Source: an optimization exercise on an open RTL-to-GDS flow (aim: small area). Production flows keep margins and buffers that such runs may drop. The RTL was checked by simulation tests, not by an equivalence proof against the original design. No activity file was given, so power comes from the tool's default toggle rates.

## design.v

```verilog
`default_nettype none
module flagteller(
        input uart,
        input clk_12,
        input rst,
        output uart2
);
localparam [63:0] P1  = 64'h030410c084000aa3;
localparam [63:0] P2  = 64'h0000000000000283;
localparam [63:0] Y1P = 64'h07a5506c93a7b887;    
localparam [63:0] Y2P = 64'he62ad50cd5f292a6;    
localparam [127:0] PW = 128'h72336c6c33745f67346c665f41475046;   
localparam RX_IDLE = 2'd0, RX_START = 2'd1, RX_DATA = 2'd2, RX_STOP = 2'd3;
reg [1:0] rxs;
reg [6:0] dc;              
reg [2:0] bp;             
localparam [6:0] DC0 = 7'h01, DC52 = 7'h6b, DC103 = 7'h79;
wire dc0 = (dc == DC0);
wire dc52 = (dc == DC52);
always @(posedge clk_12) begin
        if (rst) begin
                rxs <= RX_IDLE;
                bp <= 3'd0;
        end else begin
                case (rxs)
                RX_IDLE:  if (!uart) rxs <= RX_START;
                RX_START: if (dc0) begin rxs <= RX_DATA; bp <= 3'd0; end
                RX_DATA:  if (dc0) begin
                                if (bp == 3'd7) rxs <= RX_STOP;
                                else bp <= bp + 3'd1;
                          end
                RX_STOP:  if (dc0) rxs <= RX_IDLE;
                endcase
        end
end
wire dc_load = (rxs == RX_IDLE && !uart) || ((rxs == RX_START || rxs == RX_DATA) && dc0);
always @(posedge clk_12) begin
        if (rst) dc <= DC0;
        else if (dc_load) dc <= DC103;
        else if (!dc0) dc <= {dc[5:0], dc[6] ^ dc[5]};
end
wire sample = (rxs == RX_DATA) && dc52;
wire strobe = (rxs == RX_STOP) && dc52;
localparam S_IDLE = 3'd0, S_MEAS = 3'd1, S_A = 3'd2, S_B = 3'd3, S_TX = 3'd4;
reg [2:0] st;
reg [3:0] cc;             
reg locked;
reg [63:0] R;
reg [6:0] na;
reg match;
reg [6:0] bt;             
reg [3:0] ts;             
reg [5:0] bi;             
wire [5:0] j = {cc[2:0], bp};
wire first = (cc == 4'd0) && (bp == 3'd0);
wire hiph = cc[3];
wire last_lo = (cc == 4'd7) && (bp == 3'd7);
wire b = uart ^ (bp[0] && bp != 3'd7);    
wire rz = (R == 64'd0);
wire bt0 = (bt == 7'd0);
wire [63:0] pol = hiph ? P2 : P1;
wire [63:0] yp = hiph ? Y2P : Y1P;
wire [63:0] hstep = {R[0], R[63:1] ^ (pol[63:1] & {63{R[0]}})} ^ (yp & {64{b}});
wire clr = (rxs == RX_START) && (cc[2:0] == 3'd0) && (st != S_A);
wire shift = (st == S_MEAS) || (st == S_B) || clr;
always @(posedge clk_12) begin
        if (sample) R <= hstep;
        else if (shift) R <= {1'b0, R[63:1]};
end
always @(posedge clk_12) begin
        if (sample) begin
                if (first) na <= b ? 7'd0 : 7'd127;
                else if (b && (!hiph || na[6] || j > na[5:0])) na <= {1'b0, j};
        end else if (st == S_A) begin
                na <= na - 7'd1;
        end
end
reg mflag;
wire pwok = (uart == PW[{cc, bp}]);
always @(posedge clk_12) begin
        if (sample) mflag <= pwok & (mflag | first);
end
always @(posedge clk_12) begin
        if (st == S_IDLE && locked) match <= mflag;
end
wire last_byte = match ? (bi == 6'd63) : (bi == 6'd15);
always @(posedge clk_12) begin
        if (rst) begin
                st <= S_IDLE;
                cc <= 4'd0;
                locked <= 1'b0;
                ts <= 4'd0;
        end else begin
                if (strobe && !locked) begin
                        cc <= cc + 4'd1;
                        if (cc == 4'd15) locked <= 1'b1;
                end else if (st == S_TX && ts == 4'd0 && bt == 7'd103 && last_byte) begin
                        locked <= 1'b0;
                end
                case (st)
                S_IDLE: begin
                        if (sample && last_lo) st <= S_MEAS;
                        else if (locked) st <= S_A;
                end
                S_MEAS: if (rz) st <= S_IDLE;
                S_A:    if (na == 7'd125) st <= S_B;
                S_B:    if (rz && bt0) st <= S_TX;
                S_TX:   if (bt0) begin
                                case (ts)
                                4'd0: ts <= 4'd1;
                                4'd1: ts <= 4'd8;
                                4'd15: if (last_byte) begin
                                                st <= S_IDLE;
                                                ts <= 4'd0;
                                        end else ts <= 4'd2;
                                4'd2: ts <= 4'd0;
                                default: ts <= ts + 4'd1;
                                endcase
                        end
                default: st <= S_IDLE;
                endcase
        end
end
always @(posedge clk_12) begin
        if (sample && last_lo) begin
                bt <= 7'd0;
        end else if (st == S_MEAS) begin
                if (!rz) bt <= bt + 7'd1;
        end else if (st == S_B) begin
                if (!bt0) bt <= bt - 7'd1;
                else if (rz) begin bt <= 7'd107; bi <= 6'd0; end
        end else if (st == S_TX) begin
                if (!bt0) bt <= bt - 7'd1;
                else begin
                        bt <= (ts == 4'd15 || ts == 4'd2) ? 7'd105 : 7'd104;
                        if (ts == 4'd2) bi <= bi + 6'd1;
                end
        end
end
wire msgbit;
flagteller_msg msg(.x0(match), .x1(bi[5]), .x2(bi[4]), .x3(bi[3]), .x4(bi[2]), .x5(bi[1]),
        .x6(bi[0]), .x7(ts[2]), .x8(ts[1]), .x9(ts[0]), .z0(msgbit));
reg txd;
always @(posedge clk_12) txd <= rst | ((ts == 4'd1) ? 1'b0 : (ts[3] ? msgbit : 1'b1));
assign uart2 = txd;
endmodule
module flagteller_msg ( 
    x0, x1, x2, x3, x4, x5, x6, x7, x8, x9,
    z0  );
  input  x0, x1, x2, x3, x4, x5, x6, x7, x8, x9;
  output z0;
  wire new_n12, new_n13, new_n14, new_n15, new_n16, new_n17, new_n18,
    new_n19, new_n20, new_n21, new_n22, new_n23, new_n24, new_n25, new_n26,
    new_n27, new_n28, new_n29, new_n30, new_n31, new_n32, new_n33, new_n34,
    new_n35, new_n36, new_n37, new_n38, new_n39, new_n40, new_n41, new_n42,
    new_n43, new_n44, new_n45, new_n46, new_n47, new_n48, new_n49, new_n50,
    new_n51, new_n52, new_n53, new_n54, new_n55, new_n56, new_n57, new_n58,
    new_n59, new_n60, new_n61, new_n62, new_n63, new_n64, new_n65, new_n66,
    new_n67, new_n68, new_n69, new_n70, new_n71, new_n72, new_n73, new_n74,
    new_n75, new_n76, new_n77, new_n78, new_n79, new_n80, new_n81, new_n82,
    new_n83, new_n84, new_n85, new_n86, new_n87, new_n88, new_n89, new_n90,
    new_n91, new_n92, new_n93, new_n94, new_n95, new_n96, new_n97, new_n98,
    new_n99, new_n100, new_n101, new_n102, new_n103, new_n104, new_n105,
    new_n106, new_n107, new_n108, new_n109, new_n110, new_n111, new_n112,
    new_n113, new_n114, new_n115, new_n116, new_n117, new_n118, new_n119,
    new_n120, new_n121, new_n122, new_n123, new_n124, new_n125, new_n126,
    new_n127, new_n128, new_n129, new_n130, new_n131, new_n132, new_n133,
    new_n134, new_n135, new_n136, new_n137, new_n138, new_n139, new_n140,
    new_n141, new_n142, new_n143, new_n144, new_n145, new_n146, new_n147,
    new_n148, new_n149, new_n150, new_n151, new_n152, new_n153, new_n154,
    new_n155, new_n156, new_n157, new_n158, new_n159, new_n160, new_n161,
    new_n162, new_n163, new_n164, new_n165, new_n166, new_n167, new_n168,
    new_n169, new_n170, new_n171, new_n172, new_n173, new_n174, new_n175,
    new_n176, new_n177, new_n178, new_n179, new_n180, new_n181, new_n182,
    new_n183, new_n184, new_n185, new_n186, new_n187, new_n188, new_n189,
    new_n190, new_n191, new_n192, new_n193, new_n194, new_n195, new_n196,
    new_n197, new_n198, new_n199, new_n200, new_n201, new_n202, new_n203,
    new_n204, new_n205, new_n206, new_n207, new_n208, new_n209, new_n210,
    new_n211, new_n212, new_n213, new_n214, new_n215, new_n216, new_n217,
    new_n218, new_n219, new_n220, new_n221, new_n222, new_n223, new_n224,
    new_n225, new_n226, new_n227, new_n228, new_n229, new_n230, new_n231,
    new_n232, new_n233, new_n234, new_n235, new_n236, new_n237, new_n238,
    new_n239, new_n240, new_n241, new_n242, new_n243, new_n244, new_n245,
    new_n246, new_n247, new_n248, new_n249, new_n250, new_n251, new_n252,
    new_n253, new_n254, new_n255, new_n256, new_n257, new_n258;
  assign new_n12 = ~x0 & x7;
  assign new_n13 = x5 & new_n12;
  assign new_n14 = x5 & ~x7;
  assign new_n15 = x0 & x7;
  assign new_n16 = ~x1 & new_n15;
  assign new_n17 = ~new_n14 & ~new_n16;
  assign new_n18 = ~x3 & ~x4;
  assign new_n19 = ~new_n17 & new_n18;
  assign new_n20 = ~x2 & new_n15;
  assign new_n21 = x1 & x7;
  assign new_n22 = x6 & new_n21;
  assign new_n23 = ~new_n20 & ~new_n22;
  assign new_n24 = ~x2 & ~x3;
  assign new_n25 = x5 & ~new_n24;
  assign new_n26 = ~new_n23 & new_n25;
  assign new_n27 = x1 & x2;
  assign new_n28 = x4 & x5;
  assign new_n29 = ~x6 & new_n24;
  assign new_n30 = ~new_n28 & new_n29;
  assign new_n31 = ~new_n27 & ~new_n30;
  assign new_n32 = ~x7 & ~new_n31;
  assign new_n33 = x4 & new_n12;
  assign new_n34 = ~new_n32 & ~new_n33;
  assign new_n35 = ~x6 & new_n28;
  assign new_n36 = new_n21 & new_n35;
  assign new_n37 = x0 & ~x7;
  assign new_n38 = ~x5 & ~x6;
  assign new_n39 = new_n37 & new_n38;
  assign new_n40 = ~new_n36 & ~new_n39;
  assign new_n41 = ~x2 & ~new_n40;
  assign new_n42 = new_n34 & ~new_n41;
  assign new_n43 = x5 & x6;
  assign new_n44 = ~new_n38 & ~new_n43;
  assign new_n45 = x1 & ~x4;
  assign new_n46 = x2 & new_n45;
  assign new_n47 = ~x2 & ~new_n45;
  assign new_n48 = new_n44 & ~new_n46;
  assign new_n49 = ~new_n47 & new_n48;
  assign new_n50 = ~new_n34 & ~new_n49;
  assign new_n51 = ~new_n42 & ~new_n50;
  assign new_n52 = ~x0 & ~x3;
  assign new_n53 = ~x4 & ~new_n52;
  assign new_n54 = ~x3 & ~x7;
  assign new_n55 = x0 & new_n54;
  assign new_n56 = x5 & ~x6;
  assign new_n57 = ~new_n55 & new_n56;
  assign new_n58 = ~new_n53 & ~new_n57;
  assign new_n59 = ~new_n51 & new_n58;
  assign new_n60 = ~new_n26 & ~new_n59;
  assign new_n61 = ~x6 & new_n60;
  assign new_n62 = ~x3 & ~new_n34;
  assign new_n63 = ~new_n61 & new_n62;
  assign new_n64 = ~new_n19 & ~new_n63;
  assign new_n65 = ~new_n13 & new_n64;
  assign new_n66 = ~x2 & x5;
  assign new_n67 = x6 & new_n66;
  assign new_n68 = ~new_n65 & ~new_n67;
  assign new_n69 = ~x1 & x4;
  assign new_n70 = ~new_n46 & ~new_n69;
  assign new_n71 = x0 & ~x3;
  assign new_n72 = ~new_n20 & ~new_n71;
  assign new_n73 = ~new_n46 & new_n72;
  assign new_n74 = ~new_n70 & ~new_n73;
  assign new_n75 = ~x4 & new_n38;
  assign new_n76 = ~new_n22 & ~new_n75;
  assign new_n77 = ~new_n74 & new_n76;
  assign new_n78 = new_n24 & ~new_n77;
  assign new_n79 = ~new_n14 & new_n78;
  assign new_n80 = ~new_n38 & new_n79;
  assign new_n81 = x2 & x6;
  assign new_n82 = x3 & ~new_n81;
  assign new_n83 = ~new_n57 & ~new_n82;
  assign new_n84 = new_n14 & ~new_n83;
  assign new_n85 = ~x1 & ~x5;
  assign new_n86 = x2 & new_n85;
  assign new_n87 = x3 & ~x7;
  assign new_n88 = x3 & ~new_n44;
  assign new_n89 = ~x6 & new_n54;
  assign new_n90 = ~new_n66 & new_n89;
  assign new_n91 = ~new_n88 & ~new_n90;
  assign new_n92 = ~new_n87 & ~new_n91;
  assign new_n93 = new_n86 & ~new_n92;
  assign new_n94 = ~new_n84 & ~new_n93;
  assign new_n95 = x4 & ~new_n94;
  assign new_n96 = x0 & x5;
  assign new_n97 = ~x2 & ~new_n96;
  assign new_n98 = ~x1 & ~x3;
  assign new_n99 = ~new_n97 & ~new_n98;
  assign new_n100 = new_n15 & new_n69;
  assign new_n101 = ~new_n15 & ~new_n28;
  assign new_n102 = ~x6 & ~new_n24;
  assign new_n103 = ~new_n100 & new_n102;
  assign new_n104 = ~new_n101 & new_n103;
  assign new_n105 = ~new_n99 & new_n104;
  assign new_n106 = ~x8 & ~new_n105;
  assign new_n107 = x7 & new_n85;
  assign new_n108 = x2 & new_n38;
  assign new_n109 = x1 & new_n66;
  assign new_n110 = x4 & x6;
  assign new_n111 = x0 & x3;
  assign new_n112 = ~new_n110 & new_n111;
  assign new_n113 = ~new_n86 & new_n112;
  assign new_n114 = ~new_n107 & ~new_n108;
  assign new_n115 = ~new_n109 & new_n114;
  assign new_n116 = new_n113 & new_n115;
  assign new_n117 = ~new_n104 & new_n116;
  assign new_n118 = x2 & x4;
  assign new_n119 = ~new_n24 & ~new_n118;
  assign new_n120 = ~new_n44 & ~new_n119;
  assign new_n121 = ~new_n38 & new_n119;
  assign new_n122 = new_n21 & ~new_n120;
  assign new_n123 = ~new_n121 & new_n122;
  assign new_n124 = new_n106 & ~new_n123;
  assign new_n125 = ~new_n117 & new_n124;
  assign new_n126 = ~new_n95 & new_n125;
  assign new_n127 = ~new_n80 & new_n126;
  assign new_n128 = ~new_n68 & new_n127;
  assign new_n129 = x3 & ~x6;
  assign new_n130 = x2 & new_n129;
  assign new_n131 = ~new_n29 & ~new_n130;
  assign new_n132 = x1 & ~x7;
  assign new_n133 = ~x4 & ~x5;
  assign new_n134 = x0 & new_n133;
  assign new_n135 = ~new_n45 & ~new_n132;
  assign new_n136 = ~new_n134 & new_n135;
  assign new_n137 = ~new_n51 & new_n136;
  assign new_n138 = new_n51 & ~new_n136;
  assign new_n139 = ~new_n137 & ~new_n138;
  assign new_n140 = ~new_n131 & new_n139;
  assign new_n141 = ~x1 & ~new_n14;
  assign new_n142 = x6 & ~new_n141;
  assign new_n143 = ~new_n139 & new_n142;
  assign new_n144 = ~new_n60 & ~new_n143;
  assign new_n145 = ~new_n140 & new_n144;
  assign new_n146 = ~x3 & x6;
  assign new_n147 = ~x5 & x7;
  assign new_n148 = ~new_n129 & new_n147;
  assign new_n149 = ~new_n146 & new_n148;
  assign new_n150 = ~new_n145 & new_n149;
  assign new_n151 = x1 & ~x6;
  assign new_n152 = new_n150 & ~new_n151;
  assign new_n153 = ~x2 & new_n69;
  assign new_n154 = ~x5 & ~new_n27;
  assign new_n155 = ~new_n153 & new_n154;
  assign new_n156 = new_n149 & ~new_n155;
  assign new_n157 = new_n145 & ~new_n156;
  assign new_n158 = x3 & x6;
  assign new_n159 = new_n93 & ~new_n158;
  assign new_n160 = ~x1 & new_n38;
  assign new_n161 = x7 & ~new_n66;
  assign new_n162 = ~x1 & ~x4;
  assign new_n163 = new_n82 & new_n162;
  assign new_n164 = ~x3 & ~x5;
  assign new_n165 = new_n23 & new_n164;
  assign new_n166 = ~new_n163 & ~new_n165;
  assign new_n167 = ~new_n110 & ~new_n160;
  assign new_n168 = new_n161 & new_n167;
  assign new_n169 = ~new_n166 & new_n168;
  assign new_n170 = new_n74 & ~new_n91;
  assign new_n171 = x8 & ~new_n169;
  assign new_n172 = ~new_n170 & new_n171;
  assign new_n173 = ~new_n159 & new_n172;
  assign new_n174 = ~new_n157 & new_n173;
  assign new_n175 = ~new_n152 & new_n174;
  assign new_n176 = ~new_n128 & ~new_n175;
  assign new_n177 = new_n27 & new_n87;
  assign new_n178 = ~new_n12 & ~new_n177;
  assign new_n179 = new_n28 & ~new_n178;
  assign new_n180 = new_n67 & new_n162;
  assign new_n181 = ~x2 & x6;
  assign new_n182 = x8 & ~new_n181;
  assign new_n183 = ~new_n96 & new_n182;
  assign new_n184 = new_n178 & new_n183;
  assign new_n185 = ~new_n180 & ~new_n184;
  assign new_n186 = ~x7 & ~new_n185;
  assign new_n187 = ~x1 & ~new_n34;
  assign new_n188 = ~new_n186 & ~new_n187;
  assign new_n189 = x5 & ~new_n52;
  assign new_n190 = new_n54 & ~new_n69;
  assign new_n191 = new_n81 & new_n190;
  assign new_n192 = new_n106 & ~new_n191;
  assign new_n193 = ~x4 & new_n192;
  assign new_n194 = ~new_n45 & ~new_n189;
  assign new_n195 = ~new_n193 & new_n194;
  assign new_n196 = ~new_n188 & ~new_n195;
  assign new_n197 = ~x9 & ~new_n179;
  assign new_n198 = ~new_n196 & new_n197;
  assign new_n199 = ~new_n176 & new_n198;
  assign new_n200 = ~new_n44 & new_n70;
  assign new_n201 = new_n44 & ~new_n70;
  assign new_n202 = ~new_n47 & ~new_n200;
  assign new_n203 = ~new_n201 & new_n202;
  assign new_n204 = x3 & ~new_n203;
  assign new_n205 = new_n139 & new_n204;
  assign new_n206 = new_n35 & new_n190;
  assign new_n207 = x0 & ~new_n158;
  assign new_n208 = ~new_n155 & ~new_n207;
  assign new_n209 = ~new_n38 & new_n74;
  assign new_n210 = ~new_n208 & ~new_n209;
  assign new_n211 = new_n161 & ~new_n210;
  assign new_n212 = new_n192 & ~new_n206;
  assign new_n213 = ~new_n79 & new_n212;
  assign new_n214 = ~new_n211 & new_n213;
  assign new_n215 = ~new_n205 & new_n214;
  assign new_n216 = x3 & new_n13;
  assign new_n217 = new_n51 & ~new_n133;
  assign new_n218 = new_n172 & ~new_n216;
  assign new_n219 = ~new_n217 & new_n218;
  assign new_n220 = ~new_n215 & ~new_n219;
  assign new_n221 = ~x2 & new_n132;
  assign new_n222 = ~x5 & ~new_n158;
  assign new_n223 = new_n182 & ~new_n222;
  assign new_n224 = x7 & ~new_n223;
  assign new_n225 = ~new_n78 & new_n224;
  assign new_n226 = x3 & x4;
  assign new_n227 = ~x5 & new_n226;
  assign new_n228 = ~x8 & ~new_n85;
  assign new_n229 = ~new_n18 & new_n37;
  assign new_n230 = ~new_n227 & new_n229;
  assign new_n231 = ~new_n228 & new_n230;
  assign new_n232 = new_n49 & new_n69;
  assign new_n233 = ~new_n25 & new_n110;
  assign new_n234 = new_n146 & ~new_n155;
  assign new_n235 = ~x4 & new_n129;
  assign new_n236 = ~new_n234 & ~new_n235;
  assign new_n237 = x6 & new_n46;
  assign new_n238 = x8 & ~new_n237;
  assign new_n239 = x5 & ~new_n238;
  assign new_n240 = ~new_n236 & ~new_n239;
  assign new_n241 = ~new_n232 & ~new_n233;
  assign new_n242 = ~new_n240 & new_n241;
  assign new_n243 = ~new_n221 & ~new_n231;
  assign new_n244 = ~new_n242 & new_n243;
  assign new_n245 = ~new_n225 & new_n244;
  assign new_n246 = x0 & ~new_n87;
  assign new_n247 = ~new_n129 & new_n246;
  assign new_n248 = new_n64 & new_n214;
  assign new_n249 = ~new_n204 & ~new_n247;
  assign new_n250 = ~new_n144 & new_n249;
  assign new_n251 = ~new_n248 & new_n250;
  assign new_n252 = x9 & ~new_n245;
  assign new_n253 = ~new_n220 & new_n252;
  assign new_n254 = ~new_n251 & new_n253;
  assign new_n255 = ~new_n199 & ~new_n254;
  assign new_n256 = ~x1 & ~x2;
  assign new_n257 = ~new_n150 & new_n256;
  assign new_n258 = ~x0 & ~new_n257;
  assign z0 = ~new_n255 & ~new_n258;
endmodule
```

## constraint.sdc

```tcl
create_clock -name core_clock -period 5.0 [get_ports {clk_12}]
set_input_delay 1.0000 -clock core_clock [delete_from_list [all_inputs] [get_ports {clk_12}]]
set_output_delay 1.0000 -clock core_clock [all_outputs]
set_load 0.01 [all_outputs]
```

## standard.sh

```bash
#!/bin/bash
# synth_recipe.tcl (not shown) runs the flow's synth.tcl, then flattens the netlist and writes it again
# the make line also repeats each setting of config.mk as NAME=value (left out here)
make -C /OpenROAD-flow-scripts/flow DESIGN_CONFIG=/design/flow/config.mk WORK_HOME=/design/flow/orfs CLKGATE_MAP_FILE= SYNTH_SCRIPT=/design/flow/synth_recipe.tcl "${@:-finish}"
```

## flow/run.sh

```bash
#!/bin/bash
# Standard layout, except that clock tree synthesis inserts no dummy loads.
set -euo pipefail
export CTS_ARGS="-sink_clustering_enable -repair_clock_nets -dont_use_dummy_load -sink_clustering_size 20 -sink_clustering_max_diameter 60 -buf_list sky130_fd_sc_hd__clkbuf_8"
bash standard.sh > standard.log 2>&1
```

## config.mk

```make
export PLATFORM = sky130hd
export DESIGN_NAME = flagteller
export DESIGN_NICKNAME = flagteller
export VERILOG_FILES = /design/flow/design.v
export SDC_FILE = /design/flow/constraint.sdc
export NUM_CORES = 4
export LEC_CHECK = 0
export CAP_MARGIN = 20
export CORE_MARGIN = 2
export CORE_UTILIZATION = 60
export CTS_BUF_LIST = sky130_fd_sc_hd__clkbuf_8
export CTS_CLUSTER_DIAMETER = 60
export CTS_CLUSTER_SIZE = 20
export PLACE_DENSITY = 0.7
export SLEW_MARGIN = 20
```

==> run_results.csv, run 1 <==
group,metric,value,unit
outcome,outcome,"timing/DRC/antenna clean",
critical_path,cp_data_required_time,5.09,ns
route,drt.antenna.violating_nets,0,
route,vias_per_cell,6.35,
logic_synthesis,synthesis.nets,744,
placed_design,dpl-instance-area,0.00683,mm2
sta,final-max-slew-violation-count,0,
clock_network,ctsResizeCount,0,
finish,syn2layout_area_growth,2.93,%
logic_synthesis,synth_top_area_cell,"edfxtp_1",
finish,num-fill-cells,850,
placed_design,dpl.hpwl,10.3,mm
critical_path,crit_path_start_kind,"register",
sta,fmax,302,MHz
logic_synthesis,synth_edf_count,79,
clock_network,clk_pin_slew_worst_paths,0.08,ns
finish,nNetsFinal,719,
logic_synthesis,synth_top_cell_area_share,35.1,%
clock_network,root_buffer,"clkbuf_8",
critical_path,endpoint_kind,"register",
placed_design,portBuffers,3,
route,first_pass_iters,5,
sta,fin_ws,1.69,ns
route,wl,14.7,mm
die,num_rows,38,
critical_path,worstSetupEndpoint,"R[29]",
sta,relSlewSlack,28.1,%
grt,grt_overflow_total,0,
critical_path,crit_start,"rxs[0]",
sta,finalHoldViolCount,0,
logic_synthesis,synth_ff_type,"edfxtp_1",
placed_design,gp_congestion,0.967,
die,io_pins,4,
clock_network,clockBufferDepth,2,
clock_network,clock_sinks,111,
finish,num_antenna_cells,0,
critical_path,critical_path_class,"register to register",
grt,grt_max_degree,40,
placed_design,pre_cts_slack,1.67,ns
job,max_cap_viol_count,0,
sta,tightestPinTransition,1.07,ns
critical_path,r2r_end,"R[29]",
sta,setup-tns-final,0,ns
sta,period_share,66.1,%
grt,antenna_found_initial,0,
logic_synthesis,synthesis.instances,713,
logic_synthesis,syn_area,0.00675,mm2
placed_design,dp.cells,817,
logic_synthesis,ys_seq_area_share,44.6,%
die,initial_core_util,62.0,%
sta,min_period,3.31,ns
clock_network,post_cts_buffers,0,
die,die_height,110,um
clock_network,cts_tree,"done",
critical_path,crit_arrival,3.39,ns
clock_network,postCtsHoldBufs,0,
route,drcViolationCount,0,
sta,setup_viol,0,
critical_path,path_cells,"inv_1 -> ha_1 -> nand2_1 -> nand3_2 -> buf_4",
logic_synthesis,synth-seq-cells,111,
clock_network,clock_latency,0.39,ns
critical_path,slowest_stage,"nand3_2",
die,dieArea,0.0121,mm2
logic_synthesis,syn_area_per_cell,9.47,um2
die,die_w,110,um
power,cellPowerDensity,441,mW/mm2
power,vdd_drop_max,0.309,mV
logic_synthesis,yosys_warnings,1,
logic_synthesis,async_flop_share,0,%
power,total_power,3.07,mW
grt,grt.total_usage,25.7,%
finish,design_area,0.00695,mm2
route,vias,5245,
die,core,0.0109,mm2
route,wl_per_cell,17.8,um
critical_path,r2r_slack,1.69,ns
logic_synthesis,synthTopCellsByArea,"edfxtp_1 (35%), dfxtp_1 (9.5%), ha_1 (5.2%), xor2_1 (4.9%), xnor2_1 (4.3%)",
grt,grt_first_pass_wirelength,24.0,mm
finish,drive_above_1_share,4.37,%
sta,skew,0.0343,ns
finish,fin_cells,826,
logic_synthesis,yosys.cell_types.count,71,
min_path,hp-class,"register to register",
critical_path,r2r_cells,5,
critical_path,max_stage_delay,1.00,ns
grt,grt_pass1_vias,4844,
clock_network,numCtsBuffers,9,
route,drt_iter0_drc,467,
critical_path,crit_fanout,39,
sta,rsz0062_at_grt,"false",
clock_network,cts_max_level,3,
power,p_leak,2.46,nW
critical_path,r2r-start,"rxs[0]",
## cells by family (layout without fill, tap and decap cells)
kind of cell	Yosys count	in the layout	synth area share [%]
mux	7	7	1.22
flops	111	111	44.6
simple gates	242	242	18.2
fa+ha+maj	28	28	5.19
buf+inv	83	56	4.84
xor+xnor	71	71	9.21
compound gates	171	171	16.7
## worst min-delay path by stage
stage	start	end	slack [ns]	cells past startpoint
2_1_floorplan	dc[2]	dc[3]	0.42	2
3_3_place_gp	dc[2]	dc[3]	0.43	2
3_5_place_dp	R[40]	R[39]	0.44	0
4_1_cts	dc[4]	dc[5]	0.44	2
5_1_grt	dc[4]	dc[5]	0.47	2
6_report	dc[4]	dc[5]	0.44	2
## per-layer routing
| layer | vias up | share of wire, % | GRT usage, % |
|---|---|---|---|
| met2 | 194 | 46 | 40.7 |
| met1 | 2483 | 46 | 35.3 |
| li1 | 2549 | - | - |
| met3 | 19 | 6.4 | 5.06 |
| met5 | - | 0 | 0 |
| met4 | 0 | 1.7 | 9.29 |
## layout by cell type (no fill, tap or decap), drive strengths merged, types with 5 or more instances in the layout
cell    instances
xor2           38
buf             6
and2            6
a311oi          5
mux2i           6
dfxtp          32
o22ai           6
o211ai          6
inv            34
a21o            5
nor2           64
a31oi           5
nand4          13
a22oi           6
a21oi          55
edfxtp         79
nand3          14
o21ai          38
nor3           20
nand2b          8
or4             5
xnor2          33
o31ai           5
nand2          55
clkbuf          9
nor4           23
a211oi          9
ha             28
## cell type report
| cell class | count | area, um2 | share of cell area (%) |
|---|---|---|---|
| repair buffers | 9 | 75.1 | 1.08 |
| clock buffers | 9 | 124 | 1.78 |
| multi-input cells | 519 | 3420 | 49.2 |
| inverters | 38 | 143 | 2.05 |
| flip-flops and latches | 111 | 3010 | 43.3 |
| well taps | 140 | 175 | 2.52 |
## report_power, final
group	total, mW	switching (mW)	internal, mW
Sequential	1.80	0.289	1.52
Clock	0.432	0.270	0.162
Combinational	0.830	0.508	0.322
## critical path: cells and delay by family (launching register included)
family | cells | cell delay [ns]
DFF | 1 | 0.39
adders and majority gates | 1 | 0.29
and+or+nand+nor | 2 | 1.66
buffers and inverters | 2 | 0.66
## sequential cells by signal, summed over array words and instances, names as in the netlist
name    count
st          3
locked      1
dc          7
R          64
txd         1
ts          4
bt          7
bp          3
match       1
mflag       1
cc          4
na          7
bi          6
rxs         2
## cell usage after synthesis (all sizes together) (5+ instances only)
library cell / count
o21ai: 38
mux2i: 6
buf: 13
inv: 34
a211oi: 9
or4: 5
clkbuf: 32
edfxtp: 79
nand2: 55
nand4: 13
a21o: 5
o31ai: 5
o211ai: 6
dfxtp: 32
a311oi: 5
nor4: 23
nor2: 64
ha: 28
xnor2: 33
nor3: 20
and2: 6
xor2: 38
o22ai: 6
a31oi: 5
a22oi: 6
a21oi: 55
nand3: 14
nand2b: 8
## stage by stage
step	utilization [%]	hold WS (ns)
finish	63.8	0.445
global route	63.8	0.474
CTS	63.8	0.443
detailed placement	62.7	0.437
global placement	62.7	0.426
floorplan	-	0.421
==> run 2, diff against run 1 <==
==> flow/run.sh (replaced) <==
#!/bin/bash
# Standard layout, except that clock tree synthesis inserts no dummy loads.
set -euo pipefail
export CTS_ARGS="-sink_clustering_enable -repair_clock_nets -dont_use_dummy_load -sink_clustering_size 40 -sink_clustering_max_diameter 200 -buf_list sky130_fd_sc_hd__clkbuf_8"
bash standard.sh > standard.log 2>&1
==> run 2 against run 1 <==
Effect of this change: fmax is the same; count of clock-buffer cells in the layout is the same; worst hold slack is the same; non-clock buffer count is the same; sequential cell count is the same.
==> run_results.csv, run 2 <==
group,metric,value,unit
grt,grt_max_degree,40,
die,dieArea,0.0121,mm2
finish,syn2layout_area_growth,2.93,%
logic_synthesis,yosys.cell_types.count,71,
critical_path,r2r-start,"rxs[0]",
sta,fmax,302,MHz
die,num_rows,38,
power,vdd_drop_max,0.309,mV
route,vias,5245,
critical_path,crit_fanout,39,
logic_synthesis,synthesis.nets,744,
critical_path,crit_arrival,3.39,ns
logic_synthesis,syn_area_per_cell,9.47,um2
sta,relSlewSlack,28.1,%
clock_network,cts_max_level,3,
critical_path,crit_start,"rxs[0]",
route,wl_per_cell,17.8,um
finish,fin_util,63.8,%
clock_network,root_buffer,"clkbuf_8",
finish,largest-register,"R",
finish,layout_common_cells,"edfxtp_1 (79), nor2_1 (63), nand2_1 (55), a21oi_1 (55), xor2_1 (38)",
critical_path,cp_data_required_time,5.09,ns
clock_network,clockBufferDepth,2,
die,initial_core_util,62.0,%
clock_network,postCtsHoldBufs,0,
critical_path,critical_path_class,"register to register",
grt,antenna_found_initial,0,
finish,nNetsFinal,719,
sta,skew,0.0343,ns
grt,grt_first_pass_wirelength,24.0,mm
clock_network,numCtsBuffers,9,
logic_synthesis,synth_ff_type,"edfxtp_1",
logic_synthesis,synth-seq-cells,111,
clock_network,ctsResizeCount,0,
sta,rsz0062_at_grt,"false",
logic_synthesis,synth_edf_count,79,
critical_path,endpoint_kind,"register",
die,die_w,110,um
sta,setup_viol,0,
critical_path,r2r_cells,5,
sta,finalHoldViolCount,0,
sta,setup-tns-final,0,ns
logic_synthesis,async_flop_share,0,%
placed_design,dpl.hpwl,10.3,mm
die,core,0.0109,mm2
logic_synthesis,synthTopCellsByArea,"edfxtp_1 (35%), dfxtp_1 (9.5%), ha_1 (5.2%), xor2_1 (4.9%), xnor2_1 (4.3%)",
logic_synthesis,synth_top_area_cell,"edfxtp_1",
route,first_pass_iters,5,
grt,grt_overflow_total,0,
sta,final-max-slew-violation-count,0,
route,wl,14.7,mm
power,total_power,3.07,mW
critical_path,crit_path_start_kind,"register",
critical_path,r2r_end,"R[29]",
route,vias_per_cell,6.35,
logic_synthesis,yosys_warnings,1,
outcome,outcome,"timing/DRC/antenna clean",
route,drcViolationCount,0,
min_path,hp-class,"register to register",
die,die_height,110,um
route,drt_iter0_drc,467,
critical_path,r2r_slack,1.69,ns
grt,grt_pass1_vias,4844,
route,drt.antenna.violating_nets,0,
finish,final_common_cell,"edfxtp_1",
clock_network,cts_tree,"done",
sta,min_period,3.31,ns
finish,drive_above_1_share,4.37,%
logic_synthesis,ys_seq_area_share,44.6,%
power,p_leak,2.46,nW
logic_synthesis,synthTopCellsByCount,"edfxtp_1 (79), nor2_1 (64), a21oi_1 (55), nand2_1 (55), xor2_1 (38)",
clock_network,post_cts_buffers,0,
placed_design,portBuffers,3,
grt,grt.total_usage,25.7,%
critical_path,worstSetupEndpoint,"R[29]",
logic_synthesis,synth_top_cell_area_share,35.1,%
job,max_cap_viol_count,0,
logic_synthesis,yosysMostFrequentCell,"edfxtp_1",
clock_network,clk_pin_slew_worst_paths,0.08,ns
clock_network,clock_sinks,111,
placed_design,gp_congestion,0.967,
sta,period_share,66.1,%
die,io_pins,4,
finish,largest_reg_flops,64,
power,cellPowerDensity,441,mW/mm2
clock_network,clock_latency,0.39,ns
logic_synthesis,syn_area,0.00675,mm2
sta,tightestPinTransition,1.07,ns
logic_synthesis,synthesis.instances,713,
finish,num-fill-cells,850,
finish,num_antenna_cells,0,
run 2: cell counts after synthesis:
Identical to the previous run, type by type.
run 2: cell type report:
type	instances	area, um2	share of cell area, %
Inverter	38	143	2.05
Clock buffer	9	124	1.78
Timing Repair Buffer	9	75.1	1.08
Tap cell	140	175	2.52
Sequential cell	111	3010	43.3
Multi-Input combinational cell	519	3420	49.2
run 2: metal layers:
metal	up-vias	wire, um	track usage (%)	share of wire, %
met3	19	936	5.06	6.4
li1	2549	-	-	-
met1	2483	6690	35.3	46
met2	194	6800	40.7	46
met4	0	246	9.29	1.7
met5	-	0	0	0
run 2: report_power, final:
part           total [mW]  switching (mW)  internal [mW]  leakage, nW
logic               0.830           0.508          0.322         1.40
clock network       0.432           0.270          0.162       0.0647
registers            1.80           0.289           1.52         1.00
run 2: worst min path at each step:
| stage | start | endpoint | slack (ns) | cells past startpoint |
|---|---|---|---|---|
| 2_1_floorplan | dc[2] | dc[3] | 0.42 | 2 |
| 3_3_place_gp | dc[2] | dc[3] | 0.43 | 2 |
| 3_5_place_dp | R[40] | R[39] | 0.44 | 0 |
| 4_1_cts | dc[4] | dc[5] | 0.44 | 2 |
| 5_1_grt | dc[4] | dc[5] | 0.47 | 2 |
| 6_report | dc[4] | dc[5] | 0.44 | 2 |
run 2: cell families after synthesis:
logic type | after synthesis | synth area share, %
AOI/OAI and AO/OA | 171 | 16.7
xor gates and xnor gates | 71 | 9.21
adders and majority gates | 28 | 5.19
buffers and inverters | 83 | 4.84
DFF | 111 | 44.6
muxes | 7 | 1.22
and+or+nand+nor | 242 | 18.2
run 2: worst max-delay path, cell delays in order, from the launching register on:
cell and delay [ns]:
dfxtp_1 0.39, inv_1 0.08, ha_1 0.29, nand2_1 0.66
nand3_2 1.00, buf_4 0.58
run 2: through the flow:
step / hold slack, ns / std cells / instance area [um2] / setup slack [ns]
2_1_floorplan: 0.421 / 713 / 6750 / 1.17
3_3_place_gp: 0.426 / 817 / 6830 / 1.77
3_5_place_dp: 0.437 / 817 / 6830 / 1.67
4_1_cts: 0.443 / 826 / 6950 / 1.68
5_1_grt: 0.474 / 826 / 6950 / 1.40
6_report: 0.445 / 826 / 6950 / 1.69
==> run 3, diff against run 2 <==
==> flow/run.sh (replaced) <==
#!/bin/bash
# Standard layout, except that clock tree synthesis inserts no dummy loads.
set -euo pipefail
export CTS_ARGS="-sink_clustering_enable -repair_clock_nets -dont_use_dummy_load -sink_clustering_size 40 -sink_clustering_max_diameter 200 -buf_list sky130_fd_sc_hd__clkbuf_16"
bash standard.sh > standard.log 2>&1
==> run 3 against run 2 <==
Effect of this change: still clean; count of clock-buffer cells in the layout stayed put; core utilization is 0.93 points higher; worst hold slack worse by 0.0026 ns; wire length is 0.14% lower; worst setup slack better by 0.0010 ns; critical path depth stayed put; sequential share of layout area is 0.62 points lower; sequential cell count stayed put; clock power is 41% higher; synthesized area stayed put; largest power group unchanged.
==> run_results.csv, run 3 <==
group,metric,value,unit
critical_path,endpoint_kind,"register",
finish,layout_common_cells,"edfxtp_1 (79), nor2_1 (63), nand2_1 (55), a21oi_1 (55), xor2_1 (38)",
critical_path,crit_fanout,39,
logic_synthesis,synthTopCellsByCount,"edfxtp_1 (79), nor2_1 (64), a21oi_1 (55), nand2_1 (55), xor2_1 (38)",
power,cellPowerDensity,460,mW/mm2
finish,final_common_cell,"edfxtp_1",
sta,tightestPinTransition,1.07,ns
power,total_power,3.25,mW
logic_synthesis,yosys.cell_types.count,71,
logic_synthesis,syn_area,0.00675,mm2
clock_network,post_cts_buffers,0,
placed_design,gp_congestion,0.967,
die,core,0.0109,mm2
sta,period_share,66.1,%
finish,largest_reg_flops,64,
clock_network,ctsResizeCount,0,
outcome,outcome,"timing/DRC/antenna clean",
power,sw_frac_of_total,33.5,%
clock_network,clock_latency,0.36,ns
die,num_rows,38,
power,clock_power_share,18.8,%
critical_path,crit_path_start_kind,"register",
logic_synthesis,async_flop_share,0,%
grt,grt_first_pass_wirelength,24.1,mm
route,vias_per_cell,6.33,
critical_path,max_stage_delay,1.00,ns
min_path,hp-class,"register to register",
clock_network,clk_pin_slew_worst_paths,0.06,ns
clock_network,cts_tree,"done",
finish,nNetsFinal,719,
sta,setup-tns-final,0,ns
critical_path,path_buf_inv,2,
finish,drive_above_1_share,4.37,%
logic_synthesis,yosysMostFrequentCell,"edfxtp_1",
logic_synthesis,ys_seq_area_share,44.6,%
die,initial_core_util,62.0,%
sta,relSlewSlack,28.4,%
power,p_leak,2.51,nW
sta,rsz0062_at_grt,"false",
clock_network,numCtsBuffers,9,
die,die_w,110,um
placed_design,dpl.hpwl,10.3,mm
grt,grt.total_usage,25.8,%
power,vdd_drop_max,0.310,mV
sta,fmax,302,MHz
critical_path,path_cells,"inv_1 -> ha_1 -> nand2_1 -> nand3_2 -> buf_4",
logic_synthesis,synthesis.instances,713,
power,p_switching,1.09,mW
power,combPwrFrac,25.5,%
route,drt_iter0_drc,474,
die,io_pins,4,
critical_path,critical-path-top-delay-family,"simple AND/OR/NAND/NOR gates",
critical_path,critical_path_class,"register to register",
grt,antenna_found_initial,0,
die,dieArea,0.0121,mm2
job,max_cap_viol_count,0,
finish,num_antenna_cells,0,
placed_design,portBuffers,3,
clock_network,cts_max_level,3,
power,pwr-share-seq,55.7,%
finish,syn2layout_area_growth,4.43,%
sta,final-max-slew-violation-count,0,
critical_path,cp_data_required_time,5.06,ns
route,wl_per_cell,17.7,um
clock_network,postCtsHoldBufs,0,
grt,grt_pass1_vias,4880,
logic_synthesis,synth_edf_count,79,
logic_synthesis,synthTopCellsByArea,"edfxtp_1 (35%), dfxtp_1 (9.5%), ha_1 (5.2%), xor2_1 (4.9%), xnor2_1 (4.3%)",
critical_path,crit_arrival,3.37,ns
power,p_int,2.16,mW
die,die_height,110,um
sta,setup_viol,0,
logic_synthesis,synth-seq-cells,111,
sta,finalHoldViolCount,0,
clock_network,clock_sinks,111,
logic_synthesis,yosys_warnings,1,
logic_synthesis,synth_ff_type,"edfxtp_1",
critical_path,slowest_stage,"nand3_2",
logic_synthesis,synth_top_area_cell,"edfxtp_1",
route,drcViolationCount,0,
route,drt.antenna.violating_nets,0,
sta,skew,0.0224,ns
logic_synthesis,synthesis.nets,744,
clock_network,clockBufferDepth,2,
route,first_pass_iters,5,
clock_network,root_buffer,"clkbuf_16",
sta,min_period,3.31,ns
grt,grt_overflow_total,0,
logic_synthesis,synth_top_cell_area_share,35.1,%
route,vias,5227,
finish,largest-register,"R",
route,wl,14.6,mm
logic_synthesis,syn_area_per_cell,9.47,um2
grt,grt_max_degree,40,
==> run 3: cell counts after synthesis <==
No cell type changed its count.
==> run 3: cell families after synthesis <==
group           synth area share, %
xor+xnor                       9.21
fa+ha+maj                      5.19
mux                            1.22
simple gates                   18.2
buf+inv                        4.84
flops                          44.6
compound gates                 16.7
==> run 3: power groups by stage <==
stage	Combinational [mW]	Clock, mW	Sequential (mW)
final	0.829	0.609	1.81
after global routing	0.941	0.661	1.85
after CTS	0.831	0.628	1.81
after detailed placement	0.831	0	1.82
after global placement	0.790	0	1.81
after floorplan	0.670	0	1.73
==> run 3: cell type report <==
cell class / count / area (um2)
Clock buffer: 9 / 225
Fill cell: 837 / 3830
Inverter: 38 / 143
Multi-Input combinational cell: 519 / 3420
Sequential cell: 111 / 3010
Tap cell: 140 / 175
Timing Repair Buffer: 9 / 75.1
==> run 3: per-layer routing <==
metal  wire (um)  track usage [%]
met3         861             6.06
met4         293             9.46
met2        6820             40.4
met1        6670             35.1
met5           0                0
==> run 3: worst register-to-register path, stage by stage, from the launching register on <==
cell and delay [ns]:
dfxtp_1 0.38, inv_1 0.08, ha_1 0.30, nand2_1 0.67, nand3_2 1.00, buf_4 0.59
==> run 3: final timing paths <==
path,from,to,slack (ns),depth (start not counted)
max,rxs[0],R[29],1.69,5
min,dc[4],dc[5],0.44,2
max reg2reg,rxs[0],R[29],1.69,5
min reg2reg,dc[4],dc[5],0.44,2
==> run 3: metrics by stage <==
step / std cells / instance area, um2 / utilization [%] / hold slack [ns] / setup WS [ns]
5_1_grt: 826 / 7050 / 64.8 / 0.472 / 1.41
6_report: 826 / 7050 / 64.8 / 0.442 / 1.69
3_5_place_dp: 817 / 6830 / 62.7 / 0.437 / 1.67
2_1_floorplan: 713 / 6750 / - / 0.421 / 1.17
4_1_cts: 826 / 7050 / 64.8 / 0.441 / 1.68
3_3_place_gp: 817 / 6830 / 62.7 / 0.426 / 1.77
==> run 4, diff against run 3 <==
==> run.sh (new file) <==
#!/bin/bash
# synth_recipe.tcl (not shown) runs the flow's synth.tcl, then flattens the netlist and writes it again
# the make line also repeats each setting of config.mk as NAME=value (left out here)
make -C /OpenROAD-flow-scripts/flow DESIGN_CONFIG=/design/flow/config.mk WORK_HOME=/design/flow/orfs CLKGATE_MAP_FILE= SYNTH_SCRIPT=/design/flow/synth_recipe.tcl finish
removed: flow/run.sh
removed: standard.sh
==> run 4 against run 3 <==
Effect of this change: final area is 0.32% lower; worst setup slack better by 0.0017 ns; clock power is 8.0% lower; critical path type unchanged; highest routed layer unchanged.
==> run_results.csv, run 4 <==
group,metric,value,unit
critical_path,endpoint_kind,"register",
sta,fin_ws,1.70,ns
die,num_rows,38,
logic_synthesis,yosys_warnings,1,
grt,grt_pass1_vias,4889,
route,drt_iter0_drc,503,
logic_synthesis,synth_edf_count,79,
route,wl_per_cell,17.7,um
critical_path,critical_path_class,"register to register",
finish,ff_latch_area,0.00301,mm2
logic_synthesis,yosys.cell_types.count,71,
sta,final-max-slew-violation-count,0,
power,p_leak,2.50,nW
route,drcViolationCount,0,
critical_path,worstSetupEndpoint,"R[29]",
placed_design,gp_congestion,0.967,
critical_path,r2r_cells,5,
logic_synthesis,async_flop_share,0,%
power,total_power,3.20,mW
finish,nNetsFinal,719,
power,vdd_drop_max,0.311,mV
grt,grt_overflow_total,0,
clock_network,cts_tree,"done",
die,die_w,110,um
placed_design,dpl.hpwl,10.3,mm
logic_synthesis,syn_area_per_cell,9.47,um2
clock_network,numCtsBuffers,9,
placed_design,pre_cts_slack,1.67,ns
finish,syn2layout_area_growth,4.09,%
die,die_height,110,um
logic_synthesis,yosysMostFrequentCell,"edfxtp_1",
critical_path,crit_fanout,39,
logic_synthesis,synth_top_cell_area_share,35.1,%
power,cellPowerDensity,455,mW/mm2
finish,num-fill-cells,845,
sta,min_period,3.30,ns
critical_path,path_cells,"inv_1 -> ha_1 -> nand2_1 -> nand3_2 -> buf_4",
clock_network,ctsResizeCount,0,
sta,fmax,303,MHz
clock_network,clk_pin_slew_worst_paths,0.10,ns
grt,grt_max_degree,40,
clock_network,clockBufferDepth,2,
clock_network,cts_max_level,3,
clock_network,root_buffer,"clkbuf_8",
route,vias,5288,
die,core,0.0109,mm2
die,dieArea,0.0121,mm2
logic_synthesis,synth_top_area_cell,"edfxtp_1",
critical_path,max_stage_delay,0.98,ns
route,wl,14.7,mm
finish,drive_above_1_share,5.34,%
sta,rsz0062_at_grt,"false",
finish,fin_cells,833,
clock_network,post_cts_buffers,0,
job,max_cap_viol_count,0,
route,drt.antenna.violating_nets,0,
critical_path,crit_start,"rxs[0]",
clock_network,clock_latency,0.40,ns
route,vias_per_cell,6.35,
sta,finalHoldViolCount,0,
grt,antenna_found_initial,0,
sta,fin_worst_hold_slack,0.446,ns
min_path,hp-class,"register to register",
finish,final_common_cell,"edfxtp_1",
placed_design,dpl-instance-area,0.00683,mm2
sta,setup-tns-final,0,ns
clock_network,clock_sinks,111,
critical_path,r2r-start,"rxs[0]",
finish,largest_reg_flops,64,
placed_design,dp.cells,817,
logic_synthesis,synth_ff_type,"edfxtp_1",
critical_path,r2r_slack,1.70,ns
sta,skew,0.0193,ns
critical_path,cp_data_required_time,5.12,ns
finish,largest-register,"R",
critical_path,crit_path_start_kind,"register",
grt,grt.total_usage,25.9,%
logic_synthesis,synthesis.instances,713,
die,io_pins,4,
critical_path,crit_arrival,3.42,ns
logic_synthesis,synthTopCellsByArea,"edfxtp_1 (35%), dfxtp_1 (9.5%), ha_1 (5.2%), xor2_1 (4.9%), xnor2_1 (4.3%)",
outcome,outcome,"timing/DRC/antenna clean",
finish,design_area,0.00703,mm2
grt,grt_first_pass_wirelength,24.2,mm
sta,setup_viol,0,
sta,relSlewSlack,28.6,%
sta,period_share,66.1,%
critical_path,slowest_stage,"nand3_2",
logic_synthesis,synthesis.nets,744,
placed_design,portBuffers,3,
clock_network,postCtsHoldBufs,0,
logic_synthesis,ys_seq_area_share,44.6,%
logic_synthesis,synthTopCellsByCount,"edfxtp_1 (79), nor2_1 (64), a21oi_1 (55), nand2_1 (55), xor2_1 (38)",
finish,layout_common_cells,"edfxtp_1 (79), nor2_1 (63), nand2_1 (55), a21oi_1 (55), xor2_1 (38)",
sta,tightestPinTransition,1.06,ns
route,first_pass_iters,5,
finish,num_antenna_cells,0,
finish,multi_input_area,0.00342,mm2
logic_synthesis,synth-seq-cells,111,
die,initial_core_util,62.0,%
finish,fin_util,64.6,%
critical_path,r2r_end,"R[29]",
logic_synthesis,syn_area,0.00675,mm2
run 4: cells by family (layout without fill, tap and decap cells):
family	after synthesis	after routing	synth area share [%]
AOI/OAI and AO/OA	171	171	16.7
xor gates and xnor gates	71	71	9.21
adders and majority gates	28	28	5.19
buffers and inverters	83	63	4.84
DFF	111	111	44.6
muxes	7	7	1.22
and+or+nand+nor	242	242	18.2
run 4: final cells by class:
class                           instances  share of cell area, %
Sequential cell                       111                   42.9
Inverter                               38                   2.03
Tap cell                              140                   2.49
Clock inverter                          7                   1.12
Multi-Input combinational cell        519                   48.7
Timing Repair Buffer                    9                   1.07
Clock buffer                            9                   1.76
run 4: critical path, delay by kind of cell (launching register included):
| kind | cells | cell delay [ns] |
|---|---|---|
| adders and majority gates | 1 | 0.30 |
| buffers and inverters | 2 | 0.66 |
| DFF | 1 | 0.40 |
| and+or+nand+nor | 2 | 1.63 |
run 4: worst min-delay path by stage:
stage / from / endpoint / slack [ns] / cells past startpoint
final: dc[4] / dc[5] / 0.45 / 2
after global routing: dc[4] / dc[5] / 0.48 / 2
after CTS: dc[4] / dc[5] / 0.44 / 2
after detailed placement: R[40] / R[39] / 0.44 / 0
after global placement: dc[2] / dc[3] / 0.43 / 2
after floorplan: dc[2] / dc[3] / 0.42 / 2
run 4: routing by layer:
metal	GRT usage (%)	routed length, um	up-vias
li1	-	-	2555
met1	35.1	6650	2538
met2	41.5	6970	169
met3	5.06	859	26
met4	9.29	274	0
met5	0	0	-
run 4: power breakdown:
group	switching [mW]	internal, mW	leakage (nW)	total (mW)
combinational	0.508	0.322	1.40	0.831
sequential	0.294	1.51	1.00	1.81
clock	0.323	0.237	0.104	0.560

==> port drivers added, routing unchanged <==
How much do the figures lean on ideal ports? The routed layouts below were timed once more, with nothing changed but the port constraints. Step 1 assumes that a clkbuf_16 drives the clock port and a buf_2 every other input. Step 2, shift: input delay + t, output delay - t, t = (earliest + latest rising clock arrival at the registers) / 2. This alone moves slack from input paths to output paths. Slacks: ideal ports / drivers / drivers and shift; pairs: ideal ports / drivers.
| run | shift t [ns] | setup slack, ns | hold WS [ns] | clock arrival spread, ns |
|---|---|---|---|---|
| run 1 | 0.415 | 1.693 / 1.693 / 1.668 | 0.445 / 0.445 / 0.445 | 0.035 / 0.035 |
| run 2 | 0.415 | 1.693 / 1.693 / 1.668 | 0.445 / 0.445 / 0.445 | 0.035 / 0.035 |
| run 3 | 0.392 | 1.694 / 1.694 / 1.694 | 0.442 / 0.442 / 0.442 | 0.023 / 0.022 |
| run 4 | 0.430 | 1.696 / 1.696 / 1.696 | 0.446 / 0.446 / 0.446 | 0.019 / 0.019 |
After both steps setup and hold are still met in every run listed.
